Background: an optimization exercise with open tools, aiming at small area, a short achievable clock period and few clock cycles per item. Do not read the settings as production practice. Function was checked by simulation only, so behaviour that the tests miss may differ from the original.

Setup of yarrow:
==> flow/design.v <==
module exprgrad_matmul(
  input  wire        clock,
  input  wire        reset,
  input  wire        start,
  input  wire        wr_en,
  input  wire        wr_sel,
  input  wire [3:0]  wr_addr,
  input  wire [15:0] wr_data,
  input  wire [3:0]  rd_addr,
  output wire [15:0] rd_data,
  output wire        done
);
  reg [15:0] ma  [0:15];    
  reg [15:0] mb  [0:15];    
  reg [15:0] mc  [0:15];    
  reg [15:0] acc [0:15];    
  reg        busy;          
  reg        done_r;
  reg        slow;          
  reg [3:0]  rp;            
  reg [15:0] mask;          
  reg        poison;        
  reg [3:0]  empty;         
  reg        v0;
  reg [1:0]  k0, j0;
  reg [15:0] d0;
  reg        fin0;
  reg        v1;
  reg [1:0]  j1;
  reg [15:0] p1 [0:3];
  reg        fin1;
  wire ready = ~busy;
  wire we    = wr_en & ready;
  wire we_a  = we & ~wr_sel;
  wire we_b  = we & wr_sel;
  wire go    = start & ready;
  wire fast  = ~poison & (&mask);
  wire copy  = fin1;
  integer i, n;
  function [15:0] fxmul(input [15:0] a, input [15:0] b);
    reg [31:0] p;
    begin
      p = $signed(a) * $signed(b);
      fxmul = p[23:8];
    end
  endfunction
  reg [15:0] acc_d [0:15];
  always @* begin
    for (n = 0; n < 16; n = n + 1)
      acc_d[n] = acc[n];
    if (v1)
      for (i = 0; i < 4; i = i + 1)
        acc_d[i*4+j1] = (empty[j1] ? 16'd0 : acc[i*4+j1]) + p1[i];
  end
  always @(posedge clock) begin
    if (reset) begin
      busy <= 1'b0;
      done_r <= 1'b0;
      slow <= 1'b0;
      mask <= 16'd0;
      poison <= 1'b0;
      empty <= 4'hf;
      v0 <= 1'b0;
      v1 <= 1'b0;
      fin0 <= 1'b0;
      fin1 <= 1'b0;
    end else begin
      v0 <= we_b | slow;
      fin0 <= slow & (rp == 4'd15);
      v1 <= v0;
      fin1 <= fin0;
      if (v1) empty[j1] <= 1'b0;
      if (we_a && (mask[{wr_addr[1:0], 2'b00} +: 4] != 4'd0)) poison <= 1'b1;
      if (we_b) begin
        if (mask[wr_addr]) poison <= 1'b1;
        mask[wr_addr] <= 1'b1;
      end
      if (slow && rp == 4'd15) slow <= 1'b0;
      if (go) begin
        busy <= 1'b1;
        done_r <= 1'b0;
        if (fast) begin
          fin1 <= 1'b1;
        end else begin
          slow <= 1'b1;
          v1 <= 1'b0;
          empty <= 4'hf;
        end
      end
      if (copy) begin
        busy <= 1'b0;
        done_r <= 1'b1;
        mask <= 16'd0;
        poison <= 1'b0;
        empty <= 4'hf;
      end
    end
  end
  always @(posedge clock) begin
    if (go) rp <= 4'd0;
    else if (slow) rp <= rp + 4'd1;
  end
  always @(posedge clock) begin
    if (slow) begin
      k0 <= rp[3:2];
      j0 <= rp[1:0];
      d0 <= mb[rp];
    end else begin
      k0 <= wr_addr[3:2];
      j0 <= wr_addr[1:0];
      d0 <= wr_data;
    end
  end
  always @(posedge clock) begin
    j1 <= j0;
    for (i = 0; i < 4; i = i + 1)
      p1[i] <= fxmul(ma[i*4+k0], d0);
  end
  always @(posedge clock) begin
    if (we_a) ma[wr_addr] <= wr_data;
    if (we_b) mb[wr_addr] <= wr_data;
    for (n = 0; n < 16; n = n + 1) begin
      acc[n] <= acc_d[n];
      if (copy) mc[n] <= acc_d[n];
    end
  end
  assign rd_data = mc[rd_addr];
  assign done = done_r;
endmodule
export LEC_CHECK = 0
export CAP_MARGIN = 20
export CORE_MARGIN = 2
export CORE_UTILIZATION = 40
export PLACE_DENSITY = 0.6
export SLEW_MARGIN = 20
create_clock -name core_clock -period 11.0 [get_ports {clock}]
run.sh (not shown) runs the stock make flow with config.mk's settings and CLKGATE_MAP_FILE= SYNTH_SCRIPT=/design/flow/synth_recipe.tcl, a recipe that flattens the netlist after the stock synthesis.
Testbench counts of yarrow, summed over its fixed seeds: cycles 1,740, jobs 48.
> inputs changed (yarrow -> willow)
==> flow/design.v <==
module exprgrad_matmul(
  input  wire        clock,
  input  wire        reset,
  input  wire        start,
  input  wire        wr_en,
  input  wire        wr_sel,
  input  wire [3:0]  wr_addr,
  input  wire [15:0] wr_data,
  input  wire [3:0]  rd_addr,
  output wire [15:0] rd_data,
  output wire        done
);
  reg [15:0] ma  [0:15];    
  reg [15:0] mb  [0:15];    
  reg [15:0] mc  [0:15];    
  reg [15:0] acc [0:15];    
  reg        busy;          
  reg        done_r;
  reg        slow;          
  reg [3:0]  rp;            
  reg [15:0] mask;          
  reg        poison;        
  reg [3:0]  empty;         
  reg        v0;
  reg [1:0]  k0, j0;
  reg [15:0] d0;
  reg        fin0;
  reg        copy;          
  wire ready = ~busy;
  wire we    = wr_en & ready;
  wire we_a  = we & ~wr_sel;
  wire we_b  = we & wr_sel;
  wire go    = start & ready;
  wire fast  = ~poison & (&mask);
  integer i, n;
  reg [7:0] b_one, b_two, b_neg;
  always @* begin
    for (i = 0; i < 8; i = i + 1) begin : enc
      reg bm1, bb0, bb1;
      bm1 = (i == 0) ? 1'b0 : d0[2*i-1];
      bb0 = d0[2*i];
      bb1 = d0[2*i+1];
      b_one[i] = bb0 ^ bm1;
      b_two[i] = (bb1 & ~bb0 & ~bm1) | (~bb1 & bb0 & bm1);
      b_neg[i] = bb1 & ~(bb0 & bm1);
    end
  end
  localparam [23:0] SIGN_K = 24'd0 - 24'd5570560;  
  function [15:0] mac(input [15:0] a, input [15:0] c,
                      input [7:0] one, input [7:0] two, input [7:0] neg);
    reg [16:0] ae;
    reg [16:0] r;
    reg [23:0] s;
    integer p, q;
    begin
      ae = {a[15], a};
      s = SIGN_K + {c, 8'd0};
      for (p = 0; p < 8; p = p + 1) begin
        for (q = 0; q < 17; q = q + 1)
          r[q] = ((one[p] & ae[q]) | (two[p] & ((q == 0) ? 1'b0 : ae[q-1]))) ^ neg[p];
        s = s + ({7'd0, ~r[16], r[15:0]} << (2*p)) + ({23'd0, neg[p]} << (2*p));
      end
      mac = s[23:8];
    end
  endfunction
  reg [15:0] acc_d [0:15];
  always @* begin
    for (n = 0; n < 16; n = n + 1)
      acc_d[n] = acc[n];
    if (v0)
      for (i = 0; i < 4; i = i + 1)
        acc_d[i*4+j0] = mac(ma[i*4+k0], empty[j0] ? 16'd0 : acc[i*4+j0], b_one, b_two, b_neg);
  end
  always @(posedge clock) begin
    if (reset) begin
      busy <= 1'b0;
      done_r <= 1'b0;
      slow <= 1'b0;
      mask <= 16'd0;
      poison <= 1'b0;
      empty <= 4'hf;
      v0 <= 1'b0;
      fin0 <= 1'b0;
      copy <= 1'b0;
    end else begin
      v0 <= we_b | slow;
      fin0 <= slow & (rp == 4'd15);
      copy <= fin0;
      if (v0) empty[j0] <= 1'b0;
      if (we_a && (mask[{wr_addr[1:0], 2'b00} +: 4] != 4'd0)) poison <= 1'b1;
      if (we_b) begin
        if (mask[wr_addr]) poison <= 1'b1;
        mask[wr_addr] <= 1'b1;
      end
      if (slow && rp == 4'd15) slow <= 1'b0;
      if (go) begin
        busy <= 1'b1;
        done_r <= 1'b0;
        if (fast) begin
          copy <= 1'b1;
        end else begin
          slow <= 1'b1;
          empty <= 4'hf;
        end
      end
      if (copy) begin
        busy <= 1'b0;
        done_r <= 1'b1;
        mask <= 16'd0;
        poison <= 1'b0;
        empty <= 4'hf;
      end
    end
  end
  always @(posedge clock) begin
    if (go) rp <= 4'd0;
    else if (slow) rp <= rp + 4'd1;
  end
  always @(posedge clock) begin
    if (slow) begin
      k0 <= rp[3:2];
      j0 <= rp[1:0];
      d0 <= mb[rp];
    end else begin
      k0 <= wr_addr[3:2];
      j0 <= wr_addr[1:0];
      d0 <= wr_data;
    end
  end
  always @(posedge clock) begin
    if (we_a) ma[wr_addr] <= wr_data;
    if (we_b) mb[wr_addr] <= wr_data;
    for (n = 0; n < 16; n = n + 1) begin
      acc[n] <= acc_d[n];
      if (copy) mc[n] <= acc[n];
    end
  end
  assign rd_data = mc[rd_addr];
  assign done = done_r;
endmodule
- willow finished end to end and its layout was clean on timing, DRC and antenna.
- yarrow: no failed stages, no open violations at the end
- NOTE layout sequential cell count yarrow->willow decreased by a few percent
- Measured against each other, yarrow and willow differ in number of global-route vias before repair, the lower figure coming from willow.
- Setup slack: willow more than yarrow
- Compared willow vs yarrow, and placeable core area is down in willow.
- When willow is measured against yarrow, its die area turns out 27000 µm² lower.
Testbench counts of willow, summed over its fixed seeds: cycles 1,740, jobs 48.

re-timing with driven ports:
No port has a modelled driver above. Below, the same layouts with a new extraction and two added sets of constraints. Step 1 sets driving cells, clkbuf_16 on the clock port and buf_2 on the other inputs (assumed; they add their load-dependent delay and slew). Step 2 moves the port delays by t, midway between the first and last clock arrival at a register: inputs arrive t later, outputs are due t later. That takes back most of the time a late clock gives input paths. Slacks: ideal / step 1 / step 2; pairs: ideal / step 1.
run	shift t [ns]	slack for setup (ns)	worst setup path at the end	worst register clock-pin slew, ns	worst data-port slew with drivers (ns)
yarrow	0.811	2.995 / 2.995 / 2.995	register to register	0.07 / 0.07	0.08
willow	0.794	3.334 / 3.334 / 3.334	register to register	0.08 / 0.08	0.04
After both steps setup and hold are still met in every run listed.
